Context: an optimization exercise on an open-source flow, tuned for small area. The choices shown serve that exercise and are no tape-out recipe.
Function was checked by simulation only, so behaviour that the tests miss may differ from the original.
No driver is modelled on the clock port, so clock power and skew are understated where the tree is cut down; a real chip needs a root buffer or a tree.
Power and IR drop assume default switching activity.

==> run a: inputs <==
==> flow/design.v <==
module CRC_chk (
    input wire clk
    ,input wire [7:0] CRC_data_in
    ,input wire CRC_en           
    ,input wire CRC_first        
    ,output wire CRC_match       
);
reg [31:0] F;
wire [7:0] D = CRC_data_in;
wire first = CRC_first;
wire [7:0] nb;
assign nb[0] = F[0] ^ F[7] ^ F[12] ^ F[14] ^ F[17] ^ F[21] ^ F[26] ^ F[28] ^ F[29] ^ F[31] ^ D[2] ^ D[4] ^ D[5] ^ D[7];
assign nb[1] = F[0] ^ F[2] ^ F[7] ^ F[11] ^ F[12] ^ F[15] ^ F[16] ^ F[17] ^ F[18] ^ F[19] ^ F[21] ^ F[23] ^ F[25] ^ F[28] ^ F[30] ^ D[0] ^ D[1] ^ D[4] ^ D[7];
assign nb[2] = F[1] ^ F[2] ^ F[3] ^ F[6] ^ F[7] ^ F[9] ^ F[12] ^ F[15] ^ F[16] ^ F[20] ^ F[23] ^ F[25] ^ F[27] ^ F[28] ^ D[2] ^ D[7];
assign nb[3] = F[0] ^ F[1] ^ F[3] ^ F[6] ^ F[7] ^ F[11] ^ F[12] ^ F[17] ^ F[21] ^ F[27] ^ F[28] ^ F[29] ^ D[2] ^ D[6] ^ D[7] ^ first;
assign nb[4] = F[2] ^ F[4] ^ F[6] ^ F[7] ^ F[9] ^ F[12] ^ F[15] ^ F[19] ^ F[23] ^ F[27] ^ F[31] ^ D[1] ^ D[3];
assign nb[5] = F[0] ^ F[1] ^ F[4] ^ F[5] ^ F[9] ^ F[11] ^ F[16] ^ F[24] ^ F[25] ^ F[26] ^ F[31] ^ D[4] ^ D[6];
assign nb[6] = F[1] ^ F[2] ^ F[6] ^ F[7] ^ F[8] ^ F[12] ^ F[16] ^ F[26] ^ F[27] ^ F[29] ^ D[4] ^ D[5] ^ D[7] ^ first;
assign nb[7] = F[0] ^ F[1] ^ F[2] ^ F[4] ^ F[5] ^ F[6] ^ F[9] ^ F[10] ^ F[11] ^ F[18] ^ F[21] ^ F[23] ^ F[27] ^ D[0] ^ D[4];
wire [31:0] Fn = {F[23:0], nb};
always @(posedge clk)
    F <= {F[23:0], CRC_en ? nb : 8'h00};
assign CRC_match = (Fn == 32'h489800b9);
endmodule
module GMII_MAC_RX #
(    
    parameter [31:0] ip1 = {8'd192, 8'd168, 8'd0, 8'd1},
    parameter [31:0] ip2 = {8'd192, 8'd168, 8'd0, 8'd2},
    parameter [31:0] ip3 = {8'd192, 8'd168, 8'd0, 8'd3},
    parameter [31:0] ip4 = {8'd192, 8'd168, 8'd1, 8'd102},
    parameter [31:0] ip5 = {8'd192, 8'd168, 8'd0, 8'd5}
) (
    input wire reset
    ,input wire rx_clk
    ,input wire [7:0] rxd
    ,input wire rxdv
    ,input wire rxer
    ,output wire [7:0] data_out
    ,output wire IP_is_matched
    ,output reg error
    ,output reg CRC_ok
);
localparam [3:0]
    SM_IDLE      = 4'd0,
    SM_PRMBL_RDY = 4'd1,
    SM_SFD       = 4'd2,
    SM_CRC       = 4'd3,
    SM_ERROR     = 4'd4,
    SM_IPG       = 4'd5,
    SM_HEAD_MAC  = 4'd8,
    SM_FR_TYPE   = 4'd9,
    SM_FR_VLAN   = 4'd10,
    SM_PAYLOAD   = 4'd11,
    SM_IP_DEST   = 4'd12;
assign data_out = rxd;
reg [3:0] st, nx;
reg [10:0] cnt;
reg [3:0] vlan_tags_cntr;
reg type_vlan;               
reg [2:0] ip_st;             
reg crc_ok_r;                
reg [2:0] crc_ok_shift;
wire crc_shift_ok = |crc_ok_shift;
wire s_idle  = (st == SM_IDLE);
wire s_prmbl = (st == SM_PRMBL_RDY);
wire s_sfd   = (st == SM_SFD);
wire s_head  = (st == SM_HEAD_MAC);
wire s_type  = (st == SM_FR_TYPE);
wire s_vlan  = (st == SM_FR_VLAN);
wire s_pay   = (st == SM_PAYLOAD);
wire s_ipd   = (st == SM_IP_DEST);
wire s_crc   = (st == SM_CRC);
wire s_err   = (st == SM_ERROR);
wire s_ipg   = (st == SM_IPG);
wire crc_en  = st[3];
wire rx55 = (rxd == 8'h55);
wire rx5d = (rxd == 8'h5d);
wire dv_ok = rxdv & !rxer;
wire cnt_idle_full = cnt[2] & cnt[1] & cnt[0];               
wire cnt_head_full = cnt[3] & cnt[2] & cnt[0];               
wire cnt_two       = cnt[1];                                 
wire cnt_low       = (cnt[10:6] == 5'd0);
wire cnt_is12      = cnt_low & !cnt[5] & !cnt[4] & cnt[3] & cnt[2] & !cnt[1] & !cnt[0];
wire cnt_is20      = cnt[4] & cnt[2];                        
wire cnt_max       = cnt[10] & cnt[8] & cnt[7] & cnt[6] & cnt[4] & cnt[3] & cnt[2];  
wire x1 = (vlan_tags_cntr[3:1] == 3'd0);
wire x0 = (vlan_tags_cntr[3:2] == 2'd0) & !vlan_tags_cntr[0];
wire c_lt = (!cnt[3] & (x1 | (!cnt[2] & x0))) | (!cnt[2] & x1 & x0);
wire c_eq = (cnt[3] == x1) & (cnt[2] == x0);
wire cnt_le_min = cnt_low & (!cnt[5] | (!cnt[4] & (c_lt | (c_eq & !(cnt[1] & cnt[0])))));
always @(*) begin
    nx = SM_IDLE;
    case (st)
        SM_IDLE :
            if (rxer) nx = SM_ERROR;
            else if (cnt_idle_full) nx = SM_PRMBL_RDY;
            else nx = SM_IDLE;
        SM_PRMBL_RDY :
            if (rxer) nx = SM_ERROR;
            else if (!rx55) nx = SM_IDLE;
            else if (rxdv) nx = SM_SFD;
            else nx = SM_PRMBL_RDY;
        SM_SFD :
            if (!dv_ok) nx = SM_ERROR;
            else if (rx55) nx = SM_SFD;
            else if (rx5d) nx = SM_HEAD_MAC;
            else nx = SM_IDLE;
        SM_HEAD_MAC :
            if (!dv_ok) nx = SM_ERROR;
            else if (cnt_head_full) nx = SM_FR_TYPE;
            else nx = SM_HEAD_MAC;
        SM_FR_TYPE :
            if (!dv_ok) nx = SM_ERROR;
            else if (cnt_two) nx = type_vlan ? SM_FR_VLAN : SM_PAYLOAD;
            else nx = SM_FR_TYPE;
        SM_FR_VLAN :
            if (!dv_ok) nx = SM_ERROR;
            else if (cnt_two) nx = SM_FR_TYPE;
            else nx = SM_FR_VLAN;
        SM_PAYLOAD :
            if (rxer) nx = SM_ERROR;
            else if (cnt_is12) nx = SM_IP_DEST;
            else if (cnt_max) nx = SM_ERROR;
            else if (!rxdv) nx = cnt_le_min ? SM_ERROR : SM_CRC;
            else nx = SM_PAYLOAD;
        SM_IP_DEST :
            if (!dv_ok) nx = SM_ERROR;
            else if (cnt_is20) nx = SM_PAYLOAD;
            else nx = SM_IP_DEST;
        SM_CRC :
            if (rxer || !crc_shift_ok) nx = SM_ERROR;
            else nx = SM_IPG;
        SM_ERROR :
            nx = SM_IPG;
        default :
            nx = SM_IDLE;
    endcase
end
wire crc_match;
CRC_chk CRC_chk_inst (
    .clk         (rx_clk),
    .CRC_data_in (rxd),
    .CRC_en      (crc_en),
    .CRC_first   (s_head && !cnt[3] && !(cnt[2] && (cnt[1] || cnt[0]))),
    .CRC_match   (crc_match)
);
wire cnt_inc = (s_idle & !rxer & !cnt_idle_full & rx55) |
               (s_sfd & dv_ok & rx5d) |
               ((s_head | s_type | s_vlan | s_ipd) & dv_ok) |
               (s_pay & !rxer & (cnt_is12 | (!cnt_max & rxdv))) |
               (s_ipg & rx55);
wire cnt_restart = (s_head & cnt_head_full) | ((s_type | s_vlan) & cnt_two);
wire ip_shift = (s_pay & !rxer & cnt_is12) | (s_ipd & dv_ok & !cnt_is20);
wire to_prmbl = s_idle & !rxer & cnt_idle_full;
wire to_error = (rxer & !s_ipg) |
                ((s_sfd | s_head | s_type | s_vlan | s_ipd) & !rxdv) |
                (s_pay & !cnt_is12 & (cnt_max | (!rxdv & cnt_le_min))) |
                (s_crc & !crc_shift_ok);
wire set_ok = (s_crc & !rxer | s_err) & crc_shift_ok;
always @(posedge rx_clk) begin
    if (reset) begin
        st <= SM_IDLE;
        cnt <= 11'd0;
        ip_st <= 3'd0;
        error <= 1'b0;
        CRC_ok <= 1'b0;
        crc_ok_r <= 1'b0;
        crc_ok_shift <= 3'd0;
    end else begin
        st <= nx;
        cnt <= cnt_inc ? (cnt_restart ? 11'd1 : cnt + 11'd1) : 11'd0;
        crc_ok_shift <= {crc_ok_shift[1:0], crc_ok_r};
        if (crc_en) crc_ok_r <= crc_match;
        else if (s_idle) crc_ok_r <= 1'b0;
        if (ip_shift) begin
            if (rxd == ip1[31:24]) ip_st <= 3'd1;
            else case (ip_st)
                3'd1: ip_st <= (rxd == ip1[23:16]) ? 3'd2 : 3'd0;
                3'd2: ip_st <= (rxd == 8'd0) ? 3'd3 : (rxd == 8'd1) ? 3'd6 : 3'd0;
                3'd3: ip_st <= (rxd == 8'd1 || rxd == 8'd2 || rxd == 8'd3 || rxd == 8'd5) ? 3'd4 : 3'd0;
                3'd6: ip_st <= (rxd == 8'd102) ? 3'd4 : 3'd0;
                default: ip_st <= 3'd0;
            endcase
        end
        if (to_prmbl) error <= 1'b0;
        else if (to_error) error <= 1'b1;
        if (to_prmbl) CRC_ok <= 1'b0;
        else if (set_ok) CRC_ok <= 1'b1;
    end
end
assign IP_is_matched = (ip_st == 3'd4);
always @(posedge rx_clk) begin
    if (!crc_en) vlan_tags_cntr <= 4'd0;
    else if (s_vlan & dv_ok & cnt[0])
        vlan_tags_cntr <= vlan_tags_cntr + 1'b1;
    type_vlan <= s_type ? (type_vlan & (rxd == 8'h00)) : (rxd == 8'h81);
end
endmodule
==> flow/flow/run.sh <==
#!/bin/bash
# The standard layout (standard.sh) with three changes:
#  - synthesis maps the logic with an area-oriented ABC script (synth.tcl);
#  - the port buffers are the smallest buffer cell;
#  - the clock tree has no dummy loads.
set -euo pipefail
FD=$(cd "$(dirname "$0")" && pwd)
bash standard.sh \
  SYNTH_SCRIPT="$FD/synth.tcl" \
  BUFFER_PORTS_ARGS="-buffer_cell sky130_fd_sc_hd__buf_1" \
  CTS_ARGS="-sink_clustering_enable -repair_clock_nets -buf_list sky130_fd_sc_hd__clkbuf_8 -dont_use_dummy_load" \
  finish > standard.log 2>&1
==> flow/flow/abc_area.script <==
strash
&get -n
&st
&syn2
&if -g -K 6
&synch2
&st
&syn2
&if -g -K 6
&synch2
&put
strash
dch -f
amap
==> flow/flow/synth.tcl <==
# The standard flow's synthesis script (synth_recipe.tcl) with one change: ABC maps the
# logic with an area-oriented script (abc_area.script beside this file)
# instead of ORFS's speed script. Registers are mapped before ABC runs, so
# they are the same as in the standard synthesis.
set my_abc_script [file join [file dirname [file normalize [info script]]] abc_area.script]
proc synth {args} { yosys synth -nofsm -noshare {*}$args }
proc abc {args} {
  set i [lsearch $args -script]
  if {$i >= 0} { lset args [expr {$i+1}] $::my_abc_script }
  yosys abc {*}$args
}
source $::env(SCRIPTS_DIR)/synth.tcl
# left out here: clear keep_hierarchy, flatten, clean up, hide names made inside functions, write 1_2_yosys.v
==> flow/standard.sh <==
#!/bin/bash
# synth_recipe.tcl (not shown) runs the flow's synth.tcl, then flattens the netlist and writes it again
# the make line also repeats each setting of config.mk as NAME=value (left out here)
make -C /OpenROAD-flow-scripts/flow DESIGN_CONFIG=/design/flow/config.mk WORK_HOME=/design/flow/orfs CLKGATE_MAP_FILE= SYNTH_SCRIPT=/design/flow/synth_recipe.tcl "${@:-finish}"
==> flow/config.mk <==
export PLATFORM = sky130hd
export DESIGN_NAME = GMII_MAC_RX
export DESIGN_NICKNAME = GMII_MAC_RX
export VERILOG_FILES = /design/flow/design.v
export SDC_FILE = /design/flow/constraint.sdc
export NUM_CORES = 4
export LEC_CHECK = 0
export CAP_MARGIN = 20
export CORE_MARGIN = 2
export CORE_UTILIZATION = 40
export SLEW_MARGIN = 20
==> flow/constraint.sdc <==
create_clock -name core_clock -period 8.0 [get_ports {rx_clk}]
set_input_delay 1.6000 -clock core_clock [delete_from_list [all_inputs] [get_ports {rx_clk}]]
set_output_delay 1.6000 -clock core_clock [all_outputs]
set_load 0.01 [all_outputs]
==> run b: changes against run a <==
--- a/flow/design.v
+++ b/flow/design.v
@@ -80,3 +80,3 @@
 wire cnt_head_full = cnt[3] & cnt[2] & cnt[0];               
-wire cnt_two       = cnt[1];                                 
+wire cnt_two       = cnt[0];    
 wire cnt_low       = (cnt[10:6] == 5'd0);
@@ -146,8 +146,4 @@
 );
-wire cnt_inc = (s_idle & !rxer & !cnt_idle_full & rx55) |
-               (s_sfd & dv_ok & rx5d) |
-               ((s_head | s_type | s_vlan | s_ipd) & dv_ok) |
-               (s_pay & !rxer & (cnt_is12 | (!cnt_max & rxdv))) |
-               (s_ipg & rx55);
-wire cnt_restart = (s_head & cnt_head_full) | ((s_type | s_vlan) & cnt_two);
+wire cnt_inc = crc_en | ((s_idle | s_ipg) & rx55) | (s_sfd & rx5d);
+wire cnt_restart = s_type & cnt_two & !type_vlan;
 wire ip_shift = (s_pay & !rxer & cnt_is12) | (s_ipd & dv_ok & !cnt_is20);
@@ -193,3 +189,3 @@
     if (!crc_en) vlan_tags_cntr <= 4'd0;
-    else if (s_vlan & dv_ok & cnt[0])
+    else if (s_vlan & dv_ok & !cnt[0])
         vlan_tags_cntr <= vlan_tags_cntr + 1'b1;
==> flow/flow/run.sh (replaced) <==
#!/bin/bash
# The standard layout (standard.sh) with these changes:
#  - synthesis maps the logic with an area-oriented ABC script (synth.tcl,
#    abc_area.script); the registers are the standard synthesis's;
#  - the port buffers are the smallest buffer cell;
#  - the clock reaches the registers through three clkbuf_16 cells, each
#    driving a group of nearby registers (post_cts.tcl, clock_tree.tcl).
set -euo pipefail
FD=$(cd "$(dirname "$0")" && pwd)
bash standard.sh \
  SYNTH_SCRIPT="$FD/synth.tcl" \
  BUFFER_PORTS_ARGS="-buffer_cell sky130_fd_sc_hd__buf_1" \
  CTS_ARGS="-sink_clustering_enable -repair_clock_nets -buf_list sky130_fd_sc_hd__clkbuf_8 -dont_use_dummy_load" \
  POST_CTS_TCL="$FD/post_cts.tcl" \
  finish > standard.log 2>&1
--- a/flow/flow/abc_area.script
+++ b/flow/flow/abc_area.script
@@ -10,2 +10,3 @@
 &synch2
+&deepsyn -T 60
 &put
==> flow/flow/clock_tree.tcl (new file) <==
# Drive the register clock pins from a few clock buffers, one per group of
# nearby sinks (k-means on the sink positions), each placed at its group's centre.
proc insert_clock_buffers {clkname nbuf cell} {
  set block [ord::get_db_block]
  set clknet [$block findNet $clkname]
  set master [[ord::get_db] findMaster $cell]
  set pts {}
  foreach it [$clknet getITerms] {
    if {![$it isInputSignal]} { continue }
    set bb [[$it getInst] getBBox]
    lappend pts [list [expr {([$bb xMin]+[$bb xMax])/2.0}] [expr {([$bb yMin]+[$bb yMax])/2.0}] $it]
  }
  set pts [lsort -real -index 0 $pts]
  set n [llength $pts]
  # initial centres: x-sorted equal groups
  set cent {}
  for {set g 0} {$g < $nbuf} {incr g} {
    set grp [lrange $pts [expr {$g*$n/$nbuf}] [expr {($g+1)*$n/$nbuf - 1}]]
    set sx 0; set sy 0
    foreach p $grp { set sx [expr {$sx+[lindex $p 0]}]; set sy [expr {$sy+[lindex $p 1]}] }
    lappend cent [list [expr {$sx/[llength $grp]}] [expr {$sy/[llength $grp]}]]
  }
  for {set iter 0} {$iter < 30} {incr iter} {
    set asg {}
    foreach p $pts {
      set best 0; set bd 1e30
      for {set g 0} {$g < $nbuf} {incr g} {
        set c [lindex $cent $g]
        set d [expr {abs([lindex $p 0]-[lindex $c 0]) + abs([lindex $p 1]-[lindex $c 1])}]
        if {$d < $bd} { set bd $d; set best $g }
      }
      lappend asg $best
    }
    set new {}
    for {set g 0} {$g < $nbuf} {incr g} {
      set sx 0; set sy 0; set k 0
      foreach p $pts a $asg { if {$a == $g} { set sx [expr {$sx+[lindex $p 0]}]; set sy [expr {$sy+[lindex $p 1]}]; incr k } }
      if {$k == 0} { lappend new [lindex $cent $g] } else { lappend new [list [expr {$sx/$k}] [expr {$sy/$k}]] }
    }
    set cent $new
  }
  for {set g 0} {$g < $nbuf} {incr g} {
    set inst [odb::dbInst_create $block $master "clkbuf_manual_$g"]
    set net [odb::dbNet_create $block "clknet_manual_$g"]
    $net setSigType CLOCK
    [$inst findITerm A] connect $clknet
    [$inst findITerm X] connect $net
    foreach p $pts a $asg { if {$a == $g} { set it [lindex $p 2]; $it disconnect; $it connect $net } }
    set c [lindex $cent $g]
    $inst setLocation [expr {int([lindex $c 0])}] [expr {int([lindex $c 1])}]
    $inst setPlacementStatus PLACED
  }
}
# Replace the clock tree that CTS built with a few large clock buffers, each
# driving a group of nearby registers (see insert_clock_buffers).
proc replace_clock_tree {clkname nbuf cell} {
  set block [ord::get_db_block]
  set root [$block findNet $clkname]
  # every register clock pin goes back onto the root net
  set bufs {}
  foreach inst [$block getInsts] {
    set m [[$inst getMaster] getName]
    if {[string match "sky130_fd_sc_hd__clkbuf_*" $m] && [string match "clkbuf_*" [$inst getName]]} {
      lappend bufs $inst
    }
  }
  foreach inst $bufs {
    set out [[$inst findITerm X] getNet]
    foreach it [$out getITerms] {
      if {[$it isInputSignal] && [lsearch -exact $bufs [$it getInst]] < 0} {
        $it disconnect
        $it connect $root
      }
    }
  }
  foreach inst $bufs {
    set out [[$inst findITerm X] getNet]
    odb::dbInst_destroy $inst
    if {[llength [$out getITerms]] == 0 && [llength [$out getBTerms]] == 0} { odb::dbNet_destroy $out }
  }
  insert_clock_buffers $clkname $nbuf $cell
}
==> flow/flow/post_cts.tcl (new file) <==
# ORFS hook run at the end of the CTS step (POST_CTS_TCL): replace the
# clock tree by three clkbuf_16 cells, then legalize their placement.
source [file join [file dirname [file normalize [info script]]] clock_tree.tcl]
replace_clock_tree rx_clk 3 sky130_fd_sc_hd__clkbuf_16
detailed_placement
check_placement -verbose
estimate_parasitics -placement
report_clock_skew
--- a/flow/config.mk
+++ b/flow/config.mk
@@ -9,3 +9,3 @@
 export CORE_MARGIN = 2
-export CORE_UTILIZATION = 40
+export CORE_UTILIZATION = 60
 export SLEW_MARGIN = 20
==> results.txt <==
- The post-placement cell count is 559.
- After detailed routing, the met2 layer carries 3.40 mm of wire.
- The via density per instance is 5.27.
- The portion of total power attributed to sequential cells is 55.5%.
- The run finished with no timing, DRC or antenna violations.
- The design area is 3390 µm².
- The launching element of the worst setup path is rxd[2].
- The count of hold-fix buffers inserted at cts is 0.
- The number of cells on the critical path is 10.
- The maximum clock insertion buffer count is 2.
- The number of detailed-routing iterations run before antenna repair is 4.
# the run above: run a

==> results.txt <==
- The combinational family with the most area after synthesis is simple AND/OR/NAND/NOR gates.
- The number of rows in the core area is 25.
- The fraction of layout instances using a drive strength above 1 is 0.704%.
- The most critical setup path has its startpoint at rxd[4].
- Sorting the synthesized cells by area gives the leading types as sky130_fd_sc_hd__dfxtp_1 41%, sky130_fd_sc_hd__nor2_1 7.8%, sky130_fd_sc_hd__clkinv_1 6.8%.
- The post-synthesis instance total is 409.
- The number of detailed-routing iterations run before antenna repair is 6.
- The flow ran to the end and the layout has no timing, DRC or antenna violations.
- The global routing met3 resource utilization is 4.42%.
- The post-placement cell count is 490.
- After detailed routing, the number of vias per cell comes to 5.76.
# the run above: run b

The clock cells of run b come from the design's own scripts or RTL, not from TritonCTS.

## separate check: timing with driven ports
Ports are ideal in the flow. The routed layouts listed here were re-timed in OpenROAD. Step 1: set_driving_cell puts a clkbuf_16 on rx_clk and a buf_2 on each other input, an assumption about the parent block. Step 2 adds t to the input delays and takes it off the output delays; t is the mean of the earliest and latest rising clock arrival at the registers after step 1. Input paths then give back, and output paths get back, about the clock's delay inside the block. Slacks: ideal / step 1 / step 2; pairs: ideal / step 1.
| run | t, ns | setup WS [ns] | clock arrival spread, ns | slew at the worst register clock pin (ns) | worst slew at a driven data input, ns |
|---|---|---|---|---|---|
| run a | 0.352 | 4.075 / 4.082 / 3.731 | 0.031 / 0.031 | 0.08 / 0.08 | 0.03 |
| run b | 0.202 | 4.020 / 4.050 / 3.848 | 0.022 / 0.022 | 0.10 / 0.10 | 0.03 |
After both steps every run listed still meets setup and hold. The setup slack of run a, which loses most, moves by +0.007 ns with the drivers and by -0.344 ns with both steps.
